This is an optimization exercise on Yosys and OpenROAD, whose aim is small area, a short achievable clock period and few clock cycles per item, not a production implementation. RTL that was checked went through simulation tests only; none was proved equivalent to the original. Function not checked in run 4: the RTL went through the layout flow alone.

[flow/run.sh]
#!/bin/bash
# Standard ORFS layout, with the port buffers made of buf_1 cells instead of
# the larger, slower cell buffer_ports picks by default.
set -o pipefail
export BUFFER_PORTS_ARGS="-buffer_cell sky130_fd_sc_hd__buf_1"
export SETUP_SLACK_MARGIN=7.3
bash standard.sh > standard.log 2>&1
[standard.sh]
#!/bin/bash
# synth_recipe.tcl (not shown) runs the flow's synth.tcl, then flattens the netlist and writes it again
# the make line also repeats each setting of config.mk as NAME=value (left out here)
make -C /OpenROAD-flow-scripts/flow DESIGN_CONFIG=/design/flow/config.mk WORK_HOME=/design/flow/orfs CLKGATE_MAP_FILE= SYNTH_SCRIPT=/design/flow/synth_recipe.tcl "${@:-finish}"
[config.mk]
export PLATFORM = sky130hd
export DESIGN_NAME = tea
export DESIGN_NICKNAME = tea
export VERILOG_FILES = /design/flow/design.v
export SDC_FILE = /design/flow/constraint.sdc
export NUM_CORES = 4
export LEC_CHECK = 0
export ABC_AREA = 1
export CAP_MARGIN = 20
export CORE_MARGIN = 2
export CORE_UTILIZATION = 55
export CTS_BUF_LIST = sky130_fd_sc_hd__clkbuf_8
export PLACE_DENSITY = 0.7
export SLEW_MARGIN = 20
[constraint.sdc]
create_clock -name core_clock -period 11.0 [get_ports {clk}]
set_input_delay 2.2000 -clock core_clock [delete_from_list [all_inputs] [get_ports {clk}]]
set_output_delay 2.2000 -clock core_clock [all_outputs]
set_load 0.01 [all_outputs]
[design.v]
module tinyenc
#(
  parameter        SHL   =  4,
  parameter        SHR   =  5
)
(
   input     [15:0] delta,
   input     [ 2:0] round,
   input     [31:0] kh,
   input            g,
  output            valid,
  output     [31:0] rdata,
   input     [31:0] wdata,
   input            write,
   input            clk, rstb
);
reg        vld, wt;     
reg [ 6:0] c;             
reg [15:0] p, q, sum;
wire       busy = ~vld;
assign valid = vld;
assign rdata = {q, p};
wire        step = busy & ~wt;
wire        rend = step & g;                  
wire [ 6:0] mask = ~(7'h7f << round);          
wire        last = &(c | ~mask);
wire [15:0] ka = kh[15:0];
wire [15:0] kb = kh[31:16];
function [15:0] add16;
  input [15:0] a, b;
  input        ci;
  integer i, l;
  reg [15:0] g, p, g2, p2, x;
  begin
    x = a ^ b;
    g = a & b;
    p = x;
    g[0] = g[0] | (p[0] & ci);
    for (l = 0; l < 4; l = l + 1) begin
      g2 = g;
      p2 = p;
      for (i = 0; i < 16; i = i + 1)
        if ((i >> l) & 1) begin
          g2[i] = g[i] | (p[i] & g[((i >> l) << l) - 1]);
          p2[i] = p[i] & p[((i >> l) << l) - 1];
        end
      g = g2;
      p = p2;
    end
    add16 = x ^ {g[14:0], ci};
  end
endfunction
wire [15:0] f  = ((q<<SHL) + ka) ^ (q + sum) ^ ((q>>SHR) + kb);
always @(negedge rstb or posedge clk) begin
  if (~rstb) vld <= 1'b1;
  else if (vld) vld <= ~write;
  else if (rend & last) vld <= 1'b1;
end
always @(posedge clk) begin
  wt  <= ~busy & ~g;
  c   <= busy ? c + {6'd0, rend} : 7'd0;
  sum <= (busy ? sum : 16'd0) + ((rend | ~busy) ? delta : 16'd0);
  if (~busy) begin
    if (write) begin
      p <= wdata[15:0];
      q <= wdata[31:16];
    end
  end
  else if (step) begin
    p <= q;
    q <= add16(p, f, 1'b0);
  end
end
endmodule
module tinydec
#(
  parameter        SHL   =  4,
  parameter        SHR   =  5
)
(
   input     [15:0] delta,
   input     [ 2:0] round,
   input     [31:0] kh,
   input            g,
  output            valid,
  output     [31:0] rdata,
   input     [31:0] wdata,
   input            write,
   input            clk, rstb
);
reg        vld, wt;     
reg [ 6:0] c;             
reg [15:0] p, q, sum;
wire       busy = ~vld;
assign valid = vld;
assign rdata = {p, q};
wire        step = busy & ~wt;
wire        rend = step & ~g;                 
wire [ 6:0] mask = ~(7'h7f << round);          
wire        last = &(c | ~mask);
wire [15:0] ka = kh[15:0];
wire [15:0] kb = kh[31:16];
function [15:0] add16;
  input [15:0] a, b;
  input        ci;
  integer i, l;
  reg [15:0] g, p, g2, p2, x;
  begin
    x = a ^ b;
    g = a & b;
    p = x;
    g[0] = g[0] | (p[0] & ci);
    for (l = 0; l < 4; l = l + 1) begin
      g2 = g;
      p2 = p;
      for (i = 0; i < 16; i = i + 1)
        if ((i >> l) & 1) begin
          g2[i] = g[i] | (p[i] & g[((i >> l) << l) - 1]);
          p2[i] = p[i] & p[((i >> l) << l) - 1];
        end
      g = g2;
      p = p2;
    end
    add16 = x ^ {g[14:0], ci};
  end
endfunction
wire [15:0] f  = ((q<<SHL) + ka) ^ (q + sum) ^ ((q>>SHR) + kb);
always @(negedge rstb or posedge clk) begin
  if (~rstb) vld <= 1'b1;
  else if (vld) vld <= ~write;
  else if (rend & last) vld <= 1'b1;
end
always @(posedge clk) begin
  wt  <= ~busy & g;
  c   <= busy ? c + {6'd0, rend} : 7'd0;
  sum <= busy ? sum - (rend ? delta : 16'd0) : delta << round;
  if (~busy) begin
    if (write) begin
      p <= wdata[31:16];
      q <= wdata[15:0];
    end
  end
  else if (step) begin
    p <= q;
    q <= add16(p, ~f, 1'b1);
  end
end
endmodule
module tea (
   input        clk,
   input        rstb,
   input [15:0] delta,
   input [ 2:0] round,
   input [63:0] key,
   input        enc_write,
   input [31:0] enc_wdata,
  output        enc_valid,
  output [31:0] enc_rdata,
   input        dec_write,
   input [31:0] dec_wdata,
  output        dec_valid,
  output [31:0] dec_rdata
);
reg        g;
reg [31:0] kreg;
always @(negedge rstb or posedge clk) begin
  if (~rstb) g <= 1'b0;
  else       g <= ~g;
end
always @(posedge clk) begin
  kreg <= g ? key[31:0] : key[63:32];
end
tinyenc #(
  .SHL(4),
  .SHR(5)
)
u_enc (
  .delta(delta),
  .round(round),
  .kh(kreg),
  .g(g),
  .valid(enc_valid),
  .rdata(enc_rdata),
  .wdata(enc_wdata),
  .write(enc_write),
  .clk(clk), .rstb(rstb)
);
tinydec #(
  .SHL(4),
  .SHR(5)
)
u_dec (
  .delta(delta),
  .round(round),
  .kh(kreg),
  .g(g),
  .valid(dec_valid),
  .rdata(dec_rdata),
  .wdata(dec_wdata),
  .write(dec_write),
  .clk(clk), .rstb(rstb)
);
endmodule
==> results of run 1 <==
==> cells in the final DEF, fill, tap and decap left out, types with 14 or more instances in the layout <==
master / netlist / routed
clkbuf_8: 0 / 17
buf_4: 1 / 51
a31oi_1: 14 / 14
a21oi_1: 101 / 96
o21ai_0: 80 / 75
nand3_1: 86 / 83
xor2_1: 81 / 78
a21o_1: 15 / 15
nor2_1: 126 / 123
nand4_1: 16 / 16
ha_1: 136 / 122
xnor2_1: 63 / 61
buf_1: 3 / 214
edfxtp_1: 64 / 64
inv_1: 193 / 191
dfxtp_1: 80 / 78
nand2_1: 585 / 580
==> final cells by class <==
| class | count | area [sq um] | area share |
|---|---|---|---|
| multi-input cells | 1426 | 8675 | 0.5742 |
| flip-flops and latches | 147 | 3607 | 0.2388 |
| repair buffers | 270 | 1246 | 0.08249 |
| inverters | 199 | 759.5 | 0.05027 |
| well taps | 319 | 399.1 | 0.02642 |
| clock buffers | 17 | 234.0 | 0.01549 |
| clock inverters | 15 | 181.4 | 0.01201 |
| repair inverters | 1 | 5.005 | 0.0003313 |
==> routing by layer <==
| layer | up-vias | global-route usage | share of wire |
|---|---|---|---|
| met5 | - | 0 | 0 |
| met4 | 0 | 0.1212 | 0.031 |
| met3 | 74 | 0.04653 | 0.062 |
| met2 | 459 | 0.5236 | 0.47 |
| met1 | 5733 | 0.4066 | 0.44 |
| li1 | 6438 | - | - |
==> worst max-delay path: stages, from the launching register on <==
cell and delay [ns]:
edfxtp_1 0.60, buf_4 0.18, buf_1 0.14
==> repair_timing <==
item                                    4_1_cts  5_1_grt
pin swaps                                     1       30
endpoints found under the setup margin       15       31
hold buffers                                  0        0
buffers inserted                              8       39
gates cloned                                  1        0
gates resized for setup                       5       57
==> final timing paths <==
path / start / endpoint / slack (ns) / cells past startpoint
worst max-delay path: u_enc.q[2] / enc_rdata[18] / 7.38 / 2
worst min-delay path: u_dec.c[3] / u_dec.c[3] / 0.56 / 2
worst max register to register: u_dec.q[0] / u_dec.q[9] / 7.42 / 13
worst min register to register: u_dec.c[3] / u_dec.c[3] / 0.56 / 2
max in group asynchronous: rstb / u_dec.vld / 9.22 / 1
min in group asynchronous: rstb / g / 1.51 / 1
==> registers in the layout, indices dropped and copies added, names as in the netlist <==
| name | cells |
|---|---|
| g | 1 |
| kreg | 32 |
| u_dec.c | 7 |
| u_dec.p | 16 |
| u_dec.q | 16 |
| u_dec.sum | 16 |
| u_dec.vld | 1 |
| u_dec.wt | 1 |
| u_enc.c | 7 |
| u_enc.p | 16 |
| u_enc.q | 16 |
| u_enc.sum | 16 |
| u_enc.vld | 1 |
| u_enc.wt | 1 |
==> metrics by stage <==
stage / cell area, sq um / hold WS, ns / setup slack (ns) / utilization
floorplan: 12920 / 0.4689 / 7.290 / -
global placement: 14030 / 0.5206 / 6.814 / 0.6033
detailed placement: 14030 / 0.5488 / 6.765 / 0.6033
CTS: 14530 / 0.5632 / 7.277 / 0.6246
global route: 15110 / 0.5847 / 7.212 / 0.6494
finish: 15110 / 0.5649 / 7.381 / 0.6494
==> logic make-up (layout without fill, tap and decap cells) <==
family                   count (synthesis)  count (layout)  share of synthesized area
multiplexers                             2               2                   0.001552
adder cells (fa/ha/maj)                152             152                     0.1568
buffers and inverters                  236             502                    0.06956
XOR/XNOR                               144             144                    0.09779
AO/OA/AOI/OAI                          272             272                     0.1248
AND/OR/NAND/NOR                        856             856                     0.2704
flip-flops                             147             147                     0.2792
==> summary.md, run 1 <==
| Metric | Value |
|---|---|
| Outcome | `no timing/DRC/antenna violations` |
| Antenna Nets Post-Route | `0` |
| Most common cell in the netlist | `nand2_1` |
| Finished Layout Cells | `2394` |
| Maximum clock frequency | `0.2763 GHz` |
| Initial Util | `0.5544` |
| DRT iter0 DRCs | `950` |
| Seq/Total Area, Yosys | `0.2792` |
| CP Capture Type | `output pin` |
| Critical path class | `flip-flop to output pin` |
| Post-synth EDFFs | `64` |
| Fin Setup TNS | `0 ns` |
| Synth cell types | `56` |
| Fill cells | `2216` |
| Via density per instance | `5.307` |
| Rel. slew slack | `0.3909` |
| DR WL/cell | `16.41 microns` |
| Synth cell count leaders | `nand2_1 (585), inv_1 (193), ha_1 (136)` |
| Slew @ Worst Pin | `0.9103 ns` |
| H-Tree Depth | `4` |
| Clock Skews | `0.02569 ns` |
| Post-synth ARST share | `0.02041` |
| Dominant synthesized flop cell | `dfxtp_1` |
| CTS buffer count | `17` |
| Total GRT Usage | `0.3123` |
| Die height | `157.1 microns` |
| Die Footprint | `24690 sq um` |
| GRT overflow | `0` |
| Die X | `157.1 microns` |
| I/O pin count | `217` |
| Final period utilization | `0.3290` |
| Core area | `23260 sq um` |
| Pin count of the biggest net entering global routing | `62` |
| Finish-stage setup viols | `0` |
| Crit path DAT | `1.42 ns` |
| Synthesis-to-layout area growth | `17.13%` |
| Clock Path Buffers | `2` |
| Drt pass-1 iters | `5` |
| Warnings, synthesis | `3` |
| Critical path fanouts, max | `4` |
| Final Wtd Congestion | `0.9551` |
| Ant. Diodes | `0` |
| Tmin final | `3.619 ns` |
| Cell Rows | `56` |
| Clock Root Buffer | `clkbuf_8` |
| Worst min path class | `flip-flop to flip-flop` |
| Vias in the first global route | `11522` |
| Mapped Avg Cell Area | `7.130 sq um` |
| RSZ-0062 raised after global routing | `yes` |
| Largest area contributor in the netlist | `nand2_1` |
| Port Buffers | `216` |
| CP Data Required Time | `8.80 ns` |
| Share of layout cells above drive strength 1 | `0.08578` |
| Net Count, Synth | `2112` |
| Max Cap Viol | `0` |
| Max-slew violations | `0` |
| First-pass GRT wire length | `58860 microns` |
| Clock latency (worst-skew pair) | `0.49 ns` |
| Startpoint class of the critical path | `flip-flop` |
| Top-area cell type share of the netlist area | `0.1703` |
| Placed cells | `2313` |
| Final nets | `2365` |
| Post-route DRC | `0` |
| Clock sink count | `147` |
| Vias | `12704` |
| Final wirelength | `39300 microns` |
| Cell count after synthesis | `1809` |
| Clk pin slew, worst setup/hold paths | `0.12 ns` |
| CTS tree | `built` |
| Hold Fails Final Rpt | `0` |
| Synth area leaders | `nand2_1 (17%), edfxtp_1 (15%), ha_1 (13%), dfxtp_1 (12%), inv_1 (5.6%)` |
| Initial antenna violation count | `0` |
| Hpwl dp | `30360 microns` |
| Flops & latches, synth | `147` |
| Cell area after synthesis | `12900 sq um` |
Testbench counts, summed over its fixed seeds: cycles 85,704, items 2,560.
==> run 2, diff against run 1 <==
--- a/flow/run.sh
+++ b/flow/run.sh
@@ -3,5 +3,5 @@
 # the larger, slower cell buffer_ports picks by default.
 set -o pipefail
 export BUFFER_PORTS_ARGS="-buffer_cell sky130_fd_sc_hd__buf_1"
-export SETUP_SLACK_MARGIN=7.3
+export SETUP_SLACK_MARGIN=7.2
 bash standard.sh > standard.log 2>&1
--- a/config.mk
+++ b/config.mk
@@ -8,7 +8,6 @@
 export ABC_AREA = 1
 export CAP_MARGIN = 20
 export CORE_MARGIN = 2
-export CORE_UTILIZATION = 55
+export CORE_UTILIZATION = 40
 export CTS_BUF_LIST = sky130_fd_sc_hd__clkbuf_8
-export PLACE_DENSITY = 0.7
 export SLEW_MARGIN = 20
==> run 2 against run 1 <==
Net effect:
- synthesized area unchanged
- final area fell by 1.7%
- worst hold slack worse by 0.042 ns
- sequential cell count is the same
- critical path type unchanged
- largest cell class unchanged
==> summary.md, run 2 <==
| Metric | Value |
|---|---|
| Worst path slowest cell | `dfstp_2` |
| Via density per instance | `5.021` |
| Synth area leaders | `nand2_1 (17%), edfxtp_1 (15%), ha_1 (13%), dfxtp_1 (12%), inv_1 (5.6%)` |
| Maximum clock frequency | `0.2700 GHz` |
| Max Cap Viol | `0` |
| Mapped Avg Cell Area | `7.130 sq um` |
| Worst min path class | `flip-flop to flip-flop` |
| Cell Rows | `65` |
| Met2 GRT Util | `0.4234` |
| Flops & latches, synth | `147` |
| Hold Fails Final Rpt | `0` |
| Final nets | `2348` |
| Core area | `31640 sq um` |
| Initial antenna violation count | `0` |
| Fin Setup TNS | `0 ns` |
| H-Tree Depth | `4` |
| Cts-stage hold buffer count | `0` |
| Clock Path Buffers | `2` |
| Finish-stage setup viols | `0` |
| Final Wtd Congestion | `0.9254` |
| Port Buffers | `216` |
| Antenna Nets Post-Route | `0` |
| CP Capture Type | `output pin` |
| Post-route DRC | `0` |
| Max reg flops | `32` |
| First-pass GRT wire length | `62570 microns` |
| Top-area cell type share of the netlist area | `0.1703` |
| Dominant synthesized flop cell | `dfxtp_1` |
| Critical path class | `flip-flop to output pin` |
| Post-synth ARST share | `0.02041` |
| CTS buffer count | `17` |
| Commonest non-fill, non-tap cell in the layout | `nand2_1` |
| Top reg by flops | `kreg` |
| Outcome | `no timing/DRC/antenna violations` |
| Startpoint class of the critical path | `flip-flop` |
| Met3 usage | `0.03090` |
| Clock latency (worst-skew pair) | `0.50 ns` |
| Crit path DAT | `1.50 ns` |
| Dpl cell area | `14130 sq um` |
| Max-slew violations | `0` |
| Synth cell count leaders | `nand2_1 (585), inv_1 (193), ha_1 (136)` |
| Die X | `183.6 microns` |
| Fill cells | `3347` |
| Ant. Diodes | `0` |
| Tmin final | `3.703 ns` |
| Hold Worst Slack | `0.5232 ns` |
| GRT overflow | `0` |
| Cell area after synthesis | `12900 sq um` |
| Clock Root Buffer | `clkbuf_8` |
| Largest area contributor in the netlist | `nand2_1` |
| Most common cell in the netlist | `nand2_1` |
| Final period utilization | `0.3366` |
| Clk pin slew, worst setup/hold paths | `0.10 ns` |
| Net Count, Synth | `2112` |
| Hpwl dp | `32320 microns` |
| DRT iter0 DRCs | `783` |
| Drt pass-1 iters | `6` |
| Fin area | `14850 sq um` |
| Rel. slew slack | `0.4176` |
| Post-synth EDFFs | `64` |
| Synthesis-to-layout area growth | `15.11%` |
| Slew @ Worst Pin | `0.8704 ns` |
| Warnings, synthesis | `3` |
| CTS tree | `built` |
| Final wirelength | `40850 microns` |
| Vias | `12352` |
| Clock Skews | `0.02232 ns` |
| Cell count after synthesis | `1809` |
| Worst path cell trace | `buf_12 -> buf_1` |
| Met1 global-route usage | `0.3156` |
| Grt peak-use layer | `met2` |
| Most frequent cells in the layout | `nand2_1 (583), buf_1 (214), inv_1 (192), ha_1 (129), nor2_1 (126)` |
| Clock sink count | `147` |
| I/O pin count | `217` |
| Synth cell types | `56` |
| Die height | `183.6 microns` |
| Initial Util | `0.4077` |
| RSZ-0062 raised after global routing | `yes` |
| Die Footprint | `33700 sq um` |
| Critical path fanouts, max | `65` |
| CP Data Required Time | `8.80 ns` |
| Vias in the first global route | `11742` |
| Total GRT Usage | `0.2429` |
| Worst path max stage delay | `0.55 ns` |
| Seq/Total Area, Yosys | `0.2792` |
| Share of layout cells above drive strength 1 | `0.06074` |
| Pin count of the biggest net entering global routing | `66` |
| DR WL/cell | `16.61 microns` |
==> run 2: per-layer routing <==
metal	wire, microns	part of all wire	vias to the layer above
met5	0	0	-
met4	665	0.016	0
met3	1704	0.042	38
li1	-	-	6412
met1	18680	0.46	5607
met2	19800	0.48	295
==> run 2: what timing repair did <==
action | in CTS | in global routing
pin swaps | 0 | 10
endpoints found under the setup margin | 6 | 20
setup buffers | 4 | 26
gates resized for setup | 4 | 22
hold endpoints to repair | 0 | 0
gates cloned | 0 | 0
==> run 2: through the flow <==
stage	std cells	worst slack, ns	utilization
6_report	2460	7.297	0.4693
5_1_grt	2460	7.175	0.4693
2_1_floorplan	1809	7.148	-
4_1_cts	2434	7.227	0.4604
3_3_place_gp	2398	6.798	0.4467
3_5_place_dp	2398	6.766	0.4467
==> run 2: cell type report <==
cell class	count	area, sq um	share of cell area
Multi-Input combinational cell	1426	8494	0.5721
Sequential cell	147	3602	0.2426
Timing Repair Buffer	254	1111	0.07484
Inverter	199	747.0	0.05031
Tap cell	402	503.0	0.03388
Clock buffer	17	234.0	0.01576
Clock inverter	15	155.1	0.01045
==> run 2: critical path: cells and delay by family (launching register included) <==
| kind | cells | cell delay, ns |
|---|---|---|
| buffers and inverters | 2 | 0.44 |
| DFF | 1 | 0.55 |
==> run 2: kinds of logic (layout without fill, tap and decap cells) <==
logic type,count (synthesis),in the layout,share of synthesized area
buf+inv,236,485,0.06956
fa+ha+maj,152,152,0.1568
simple gates,856,856,0.2704
compound gates,272,272,0.1248
flops,147,147,0.2792
xor+xnor,144,144,0.09779
mux,2,2,0.001552
==> run 2: path summary, 6_finish.rpt <==
| path | start | to | slack [ns] | cells after the start |
|---|---|---|---|---|
| max | u_enc.vld | enc_valid | 7.30 | 2 |
| min | u_dec.c[6] | u_dec.c[6] | 0.52 | 2 |
| max reg2reg | u_enc.q[5] | u_enc.q[13] | 7.40 | 19 |
| min reg2reg | u_dec.c[6] | u_dec.c[6] | 0.52 | 2 |
| max in group asynchronous | rstb | u_dec.vld | 9.21 | 1 |
| min in group asynchronous | rstb | g | 1.52 | 1 |
==> run 3, diff against run 2 <==
--- a/config.mk
+++ b/config.mk
@@ -10,4 +10,6 @@
 export CORE_MARGIN = 2
 export CORE_UTILIZATION = 40
 export CTS_BUF_LIST = sky130_fd_sc_hd__clkbuf_8
+export CTS_CLUSTER_DIAMETER = 60
+export CTS_CLUSTER_SIZE = 30
 export SLEW_MARGIN = 20
==> run 3 against run 2 <==
Net effect:
- still clean
- die area unchanged
- utilization unchanged
- sequential share of layout area unchanged
==> summary.md, run 3 <==
| Metric | Value |
|---|---|
| Total GRT Usage | `0.2429` |
| Crit path max-delay family | `flip-flops` |
| CTS buffer count | `17` |
| Slew @ Worst Pin | `0.8704 ns` |
| Via density per instance | `5.021` |
| CP Data Required Time | `8.80 ns` |
| Critical path fanouts, max | `65` |
| Die Footprint | `33700 sq um` |
| Die height | `183.6 microns` |
| Most frequent cells in the layout | `nand2_1 (583), buf_1 (214), inv_1 (192), ha_1 (129), nor2_1 (126)` |
| Clock sink count | `147` |
| FF-to-FF Start | `u_enc.q[5]` |
| Hpwl dp | `32320 microns` |
| H-Tree Depth | `4` |
| Max Cap Viol | `0` |
| Die X | `183.6 microns` |
| Clock Path Buffers | `2` |
| Fin Setup TNS | `0 ns` |
| First-pass GRT wire length | `62570 microns` |
| Flops & latches, synth | `147` |
| Synthesis-to-layout area growth | `15.11%` |
| Finish-stage setup viols | `0` |
| Clock latency (worst-skew pair) | `0.50 ns` |
| CP Capture Type | `output pin` |
| Drt pass-1 iters | `6` |
| Cell count after synthesis | `1809` |
| Post-synth ARST share | `0.02041` |
| Outcome | `no timing/DRC/antenna violations` |
| Number of buffer and inverter stages on the critical path | `2` |
| R2r setup slk | `7.40 ns` |
| Antenna Nets Post-Route | `0` |
| Worst min path class | `flip-flop to flip-flop` |
| Net Count, Synth | `2112` |
| Most common cell in the netlist | `nand2_1` |
| Dominant synthesized flop cell | `dfxtp_1` |
| Pin count of the biggest net entering global routing | `66` |
| I/O pin count | `217` |
| RSZ-0062 raised after global routing | `yes` |
| Warnings, synthesis | `3` |
| Top reg by flops | `kreg` |
| Worst path depth | `2` |
| Final nets | `2348` |
| Hold Fails Final Rpt | `0` |
| Top-area cell type share of the netlist area | `0.1703` |
| Worst path cell trace | `buf_12 -> buf_1` |
| Cell Rows | `65` |
| Final Wtd Congestion | `0.9254` |
| Clk pin slew, worst setup/hold paths | `0.10 ns` |
| Worst path slowest cell | `dfstp_2` |
| Worst Reg2Reg Path Length in Cells | `19` |
| Clock Root Buffer | `clkbuf_8` |
| Final period utilization | `0.3366` |
| Clock Skews | `0.02232 ns` |
| Max-slew violations | `0` |
| Synth cell count leaders | `nand2_1 (585), inv_1 (193), ha_1 (136)` |
| Seq/Total Area, Yosys | `0.2792` |
| Final wirelength | `40850 microns` |
| Worst path max stage delay | `0.55 ns` |
| Crit path DAT | `1.50 ns` |
| GRT overflow | `0` |
| DRT iter0 DRCs | `783` |
| Max reg flops | `32` |
| Initial antenna violation count | `0` |
| Critical path class | `flip-flop to output pin` |
| Fill cells | `3347` |
| CP startpoint | `u_enc.vld` |
| Rel. slew slack | `0.4176` |
| Synth area leaders | `nand2_1 (17%), edfxtp_1 (15%), ha_1 (13%), dfxtp_1 (12%), inv_1 (5.6%)` |
| Cts-stage hold buffer count | `0` |
| DR WL/cell | `16.61 microns` |
| Core area | `31640 sq um` |
| Post-route DRC | `0` |
| Vias in the first global route | `11742` |
| Vias | `12352` |
| Placed cells | `2398` |
| Cell area after synthesis | `12900 sq um` |
| Finished Layout Cells | `2460` |
| Startpoint class of the critical path | `flip-flop` |
| Initial Util | `0.4077` |
| CTS tree | `built` |
| Mapped Avg Cell Area | `7.130 sq um` |
| Share of layout cells above drive strength 1 | `0.06074` |
| Largest area contributor in the netlist | `nand2_1` |
| R2r endpoint | `u_enc.q[13]` |
| Commonest non-fill, non-tap cell in the layout | `nand2_1` |
| Maximum clock frequency | `0.2700 GHz` |
| Tmin final | `3.703 ns` |
| Synth cell types | `56` |
| Port Buffers | `216` |
| Ant. Diodes | `0` |
| Post-synth EDFFs | `64` |
| CP Capture Point | `enc_valid` |
[run 3: how the worst min path moves through the flow]
stage / from / cells past startpoint / endpoint / slack [ns]
after floorplan: u_dec.c[6] / 2 / u_dec.c[6] / 0.47
after global placement: u_dec.c[6] / 2 / u_dec.c[6] / 0.50
after detailed placement: u_dec.c[3] / 2 / u_dec.c[3] / 0.51
after CTS: u_dec.c[3] / 2 / u_dec.c[3] / 0.53
after global routing: u_dec.c[3] / 2 / u_dec.c[3] / 0.56
final: u_dec.c[6] / 2 / u_dec.c[6] / 0.52
[run 3: logic make-up (layout without fill, tap and decap cells)]
kind of cell | count (synthesis) | after routing | share of synthesized area
flops | 147 | 147 | 0.2792
fa+ha+maj | 152 | 152 | 0.1568
simple gates | 856 | 856 | 0.2704
xor+xnor | 144 | 144 | 0.09779
mux | 2 | 2 | 0.001552
buf+inv | 236 | 485 | 0.06956
compound gates | 272 | 272 | 0.1248
[run 3: repair_timing]
action | CTS | global route
pin swaps | 0 | 10
gates cloned | 0 | 0
gates resized for setup | 4 | 22
buffers inserted | 4 | 26
setup endpoints to repair | 6 | 20
[run 3: final cells by class]
class | instances | area (sq um) | area share
clock buffer | 17 | 234.0 | 0.01576
sequential | 147 | 3602 | 0.2426
clock inverter | 15 | 155.1 | 0.01045
timing repair buffer | 254 | 1111 | 0.07484
inverter | 199 | 747.0 | 0.05031
tap | 402 | 503.0 | 0.03388
multi-input combinational | 1426 | 8494 | 0.5721
[run 3: routing by layer]
layer | vias up | wire length (microns) | GRT usage
met2 | 295 | 19800 | 0.4234
met3 | 38 | 1704 | 0.03090
met1 | 5607 | 18680 | 0.3156
met4 | 0 | 665 | 0.06656
li1 | 6412 | - | -
met5 | - | 0 | 0
[run 3: per-stage QoR]
| step | setup slack [ns] | util | hold slack, ns | instance area [sq um] |
|---|---|---|---|---|
| after floorplan | 7.148 | - | 0.4689 | 12900 |
| after global placement | 6.798 | 0.4467 | 0.4971 | 14130 |
| after detailed placement | 6.766 | 0.4467 | 0.5136 | 14130 |
| after CTS | 7.227 | 0.4604 | 0.5267 | 14560 |
| after global routing | 7.175 | 0.4693 | 0.5600 | 14850 |
| final | 7.297 | 0.4693 | 0.5232 | 14850 |
[run 3: worst min-delay path: cells and delay by family (launching register included)]
family | cells | cell delay [ns]
flip-flops | 1 | 0.33
AND/OR/NAND/NOR | 1 | 0.05
AO/OA/AOI/OAI | 1 | 0.11
==> run 4, diff against run 3 <==
--- a/design.v
+++ b/design.v
@@ -5,6 +5,7 @@
 )
 (
    input     [15:0] delta,
+   input     [15:0] dreg,
    input     [ 2:0] round,
    input     [31:0] kh,
    input            g,
@@ -50,7 +51,7 @@
     add16 = x ^ {g[14:0], ci};
   end
 endfunction
-wire [15:0] f  = ((q<<SHL) + ka) ^ (q + sum) ^ ((q>>SHR) + kb);
+wire [15:0] f  = add16(q << SHL, ka, 1'b0) ^ add16(q, sum, 1'b0) ^ add16(q >> SHR, kb, 1'b0);
 always @(negedge rstb or posedge clk) begin
   if (~rstb) vld <= 1'b1;
   else if (vld) vld <= ~write;
@@ -59,7 +60,7 @@
 always @(posedge clk) begin
   wt  <= ~busy & ~g;
   c   <= busy ? c + {6'd0, rend} : 7'd0;
-  sum <= (busy ? sum : 16'd0) + ((rend | ~busy) ? delta : 16'd0);
+  sum <= busy ? sum + (rend ? dreg : 16'd0) : delta;
   if (~busy) begin
     if (write) begin
       p <= wdata[15:0];
@@ -79,6 +80,7 @@
 )
 (
    input     [15:0] delta,
+   input     [15:0] dreg,
    input     [ 2:0] round,
    input     [31:0] kh,
    input            g,
@@ -124,7 +126,7 @@
     add16 = x ^ {g[14:0], ci};
   end
 endfunction
-wire [15:0] f  = ((q<<SHL) + ka) ^ (q + sum) ^ ((q>>SHR) + kb);
+wire [15:0] f  = add16(q << SHL, ka, 1'b0) ^ add16(q, sum, 1'b0) ^ add16(q >> SHR, kb, 1'b0);
 always @(negedge rstb or posedge clk) begin
   if (~rstb) vld <= 1'b1;
   else if (vld) vld <= ~write;
@@ -133,7 +135,7 @@
 always @(posedge clk) begin
   wt  <= ~busy & g;
   c   <= busy ? c + {6'd0, rend} : 7'd0;
-  sum <= busy ? sum - (rend ? delta : 16'd0) : delta << round;
+  sum <= busy ? sum - (rend ? dreg : 16'd0) : delta << round;
   if (~busy) begin
     if (write) begin
       p <= wdata[31:16];
@@ -163,12 +165,14 @@
 );
 reg        g;
 reg [31:0] kreg;
+reg [15:0] dreg;    
 always @(negedge rstb or posedge clk) begin
   if (~rstb) g <= 1'b0;
   else       g <= ~g;
 end
 always @(posedge clk) begin
   kreg <= g ? key[31:0] : key[63:32];
+  dreg <= delta;
 end
 tinyenc #(
   .SHL(4),
@@ -176,6 +180,7 @@
 )
 u_enc (
   .delta(delta),
+  .dreg(dreg),
   .round(round),
   .kh(kreg),
   .g(g),
@@ -191,6 +196,7 @@
 )
 u_dec (
   .delta(delta),
+  .dreg(dreg),
   .round(round),
   .kh(kreg),
   .g(g),
--- a/flow/run.sh
+++ b/flow/run.sh
@@ -3,5 +3,5 @@
 # the larger, slower cell buffer_ports picks by default.
 set -o pipefail
 export BUFFER_PORTS_ARGS="-buffer_cell sky130_fd_sc_hd__buf_1"
-export SETUP_SLACK_MARGIN=7.2
+export SETUP_SLACK_MARGIN=7.0
 bash standard.sh > standard.log 2>&1
--- a/config.mk
+++ b/config.mk
@@ -9,7 +9,4 @@
 export CAP_MARGIN = 20
 export CORE_MARGIN = 2
 export CORE_UTILIZATION = 40
-export CTS_BUF_LIST = sky130_fd_sc_hd__clkbuf_8
-export CTS_CLUSTER_DIAMETER = 60
-export CTS_CLUSTER_SIZE = 30
 export SLEW_MARGIN = 20
==> run 4 against run 3 <==
Net effect:
- synthesized area is 0.28% lower
- final area up 0.83%
- critical path depth is 16 higher
- wire length shrank 3.5%
==> summary.md, run 4 <==
| Metric | Value |
|---|---|
| First-pass GRT wire length | `60030 microns` |
| Initial Util | `0.4065` |
| Hold Fails Final Rpt | `0` |
| Vias | `12077` |
| Maximum clock frequency | `0.2615 GHz` |
| Fin worst setup slack | `7.176 ns` |
| Clock Path Buffers | `2` |
| Seq/Total Area, Yosys | `0.3049` |
| Final period utilization | `0.3476` |
| Top reg by flops | `kreg` |
| Share of layout cells above drive strength 1 | `0.06124` |
| Post-route DRC | `0` |
| Rel. slew slack | `0.4906` |
| Largest area contributor in the netlist | `nand2_1` |
| Pin count of the biggest net entering global routing | `73` |
| Clock Root Buffer | `clkbuf_16` |
| Dpl cell area | `14080 sq um` |
| Max-slew violations | `0` |
| I/O pin count | `217` |
| Final Wtd Congestion | `0.9163` |
| Worst slack at placement | `6.691 ns` |
| Synthesis-to-layout area growth | `16.39%` |
| Synth area leaders | `nand2_1 (16%), dfxtp_1 (15%), edfxtp_1 (15%), ha_1 (13%), inv_1 (6.6%)` |
| Total GRT Usage | `0.2344` |
| Net Count, Synth | `2062` |
| Final nets | `2292` |
| Die Footprint | `33600 sq um` |
| Clock sink count | `163` |
| Max reg flops | `32` |
| CP Capture Type | `flip-flop` |
| Clk pin slew, worst setup/hold paths | `0.07 ns` |
| Fin area | `14970 sq um` |
| Most frequent cells in the layout | `nand2_1 (547), inv_1 (224), buf_1 (215), ha_1 (130), dfxtp_1 (94)` |
| Post-synth ARST share | `0.01840` |
| Core area | `31640 sq um` |
| Mapped Avg Cell Area | `7.353 sq um` |
| DR WL/cell | `16.46 microns` |
| RSZ-0062 raised after global routing | `yes` |
| Crit path DAT | `4.00 ns` |
| Cell count after synthesis | `1749` |
| Most common cell in the netlist | `nand2_1` |
| Cell area after synthesis | `12860 sq um` |
| Outcome | `no timing/DRC/antenna violations` |
| Port Buffers | `216` |
| Warnings, synthesis | `3` |
| Top-area cell type share of the netlist area | `0.1611` |
| DRT iter0 DRCs | `651` |
| Worst min path class | `flip-flop to flip-flop` |
| Hold Worst Slack | `0.4774 ns` |
| Synth cell count leaders | `nand2_1 (552), inv_1 (225), ha_1 (130)` |
| Final core occ | `0.4732` |
| H-Tree Depth | `4` |
| Cell Rows | `65` |
| Fin Setup TNS | `0 ns` |
| Startpoint class of the critical path | `flip-flop` |
| Clock latency (worst-skew pair) | `0.46 ns` |
| Flops & latches, synth | `163` |
| Max Cap Viol | `0` |
| CTS buffer count | `17` |
| Slew @ Worst Pin | `0.7631 ns` |
| Final wirelength | `39410 microns` |
| Vias in the first global route | `11528` |
| Critical path class | `flip-flop to flip-flop` |
| Drt pass-1 iters | `5` |
| Tmin final | `3.824 ns` |
| Dominant synthesized flop cell | `dfxtp_1` |
| CP Data Required Time | `11.17 ns` |
| Critical path fanouts, max | `5` |
| Antenna Nets Post-Route | `0` |
| Commonest non-fill, non-tap cell in the layout | `nand2_1` |
| GRT overflow | `0` |
| Initial antenna violation count | `2` |
| Finish-stage setup viols | `0` |
| Post-synth EDFFs | `64` |
| Synth cell types | `49` |
| Ant. Diodes | `0` |
| Clock Skews | `0.01361 ns` |
| Hpwl dp | `31250 microns` |
| CTS tree | `built` |
| Die X | `183.3 microns` |
| Via density per instance | `5.045` |
| Die height | `183.3 microns` |
run 4: cell count changes after synthesis, moves of 7 or more:
cell and delta:
xor2_1 -17, nor2_1 -32, o21ai_0 +7, a21oi_1 -17, nand2_1 -33, fa_1 +16, xnor2_1 -15, dfxtp_1 +16
o21ai_1 +7, inv_1 +32
run 4: cell families (layout without fill, tap and decap cells):
kind of cell / Yosys count / in the layout / synth area share
AND/OR/NAND/NOR: 787 / 787 / 0.2493
buffers and inverters: 271 / 514 / 0.07958
AO/OA/AOI/OAI: 254 / 254 / 0.1136
flip-flops: 163 / 163 / 0.3049
adder cells (fa/ha/maj): 162 / 162 / 0.1763
XOR/XNOR: 112 / 112 / 0.07627
run 4: cell type report:
type	instances	area (sq um)
Clock buffer	20	478.0
Timing Repair Buffer	248	1060
Inverter	234	882.1
Sequential cell	163	3924
Clock inverter	12	111.4
Multi-Input combinational cell	1315	8011
Tap cell	402	503.0
Fill cell	3197	16670
run 4: layer usage:
layer / wire (microns) / vias to the layer above / track usage
met4: 1522 / 0 / 0.1043
met5: 0 / - / 0
met2: 18680 / 362 / 0.4024
li1: - / 6116 / -
met3: 1896 / 70 / 0.03177
met1: 17310 / 5529 / 0.2936
run 4: stage by stage:
stage / cells
after floorplan: 1749
after global placement: 2337
after detailed placement: 2337
after CTS: 2379
after global routing: 2394
final: 2394
run 4: timing repair:
item | CTS | global route
hold buffers | 0 | 0
setup endpoints to repair | 8 | 24
resized for setup | 0 | 34
setup buffers | 10 | 15
pin swaps | 3 | 16
run 4: worst max-delay path, stage by stage (launching register included):
cell,delay (ns)
edfxtp_1,0.53
ha_1,0.40
a21oi_1,0.13
nand2_1,0.08
inv_1,0.12
nor2_1,0.05
nor2_1,0.16
inv_1,0.07
a21oi_1,0.15
xor2_1,0.27
xor2_1,0.20
ha_1,0.30
inv_1,0.10
o21bai_1,0.07
a31oi_1,0.19
o21ai_2,0.13
fa_2,0.35
xnor2_1,0.15
o21ai_0,0.09
run 4: worst paths after layout:
path,from,to,slack (ns),cells after the start
hold reg to reg,u_dec.c[6],u_dec.c[6],0.48,2
setup reg to reg,u_dec.q[8],u_dec.q[9],7.18,18
min in group asynchronous,rstb,g,1.57,1
setup / recovery,u_dec.q[8],u_dec.q[9],7.18,18
hold / removal,u_dec.c[6],u_dec.c[6],0.48,2
max in group asynchronous,rstb,u_dec.vld,9.17,1

[afterwards: timing with drivers on the ports]
No port has a modelled driver above. Below, the same layouts with a new extraction and two added sets of constraints. Step 1 assumes that a clkbuf_16 drives the clock port and a buf_2 every other input. Step 2 times the ports against the registers' clock, not the clock port: input delays grow and output delays shrink by t, the midpoint of the rising clock arrivals with the driver on. Slacks: ideal ports / drivers / drivers and shift; pairs: ideal ports / drivers.
run	t, ns	setup slack, ns	worst setup path after step 2	clock arrival spread, ns	cell pins on the clock port's net
run 1	0.524	7.381 / 7.335 / 6.912	input to register	0.026 / 0.026	1
run 2	0.540	7.297 / 7.250 / 6.869	input to register	0.022 / 0.022	1
run 3	0.540	7.297 / 7.250 / 6.869	input to register	0.022 / 0.022	1
run 4	0.496	7.176 / 7.144 / 6.997	input to register	0.014 / 0.014	1
After both steps every run listed still meets setup and hold. For run 1, which loses most, drivers alone change the setup slack by -0.046 ns; drivers and shift together by -0.469 ns.
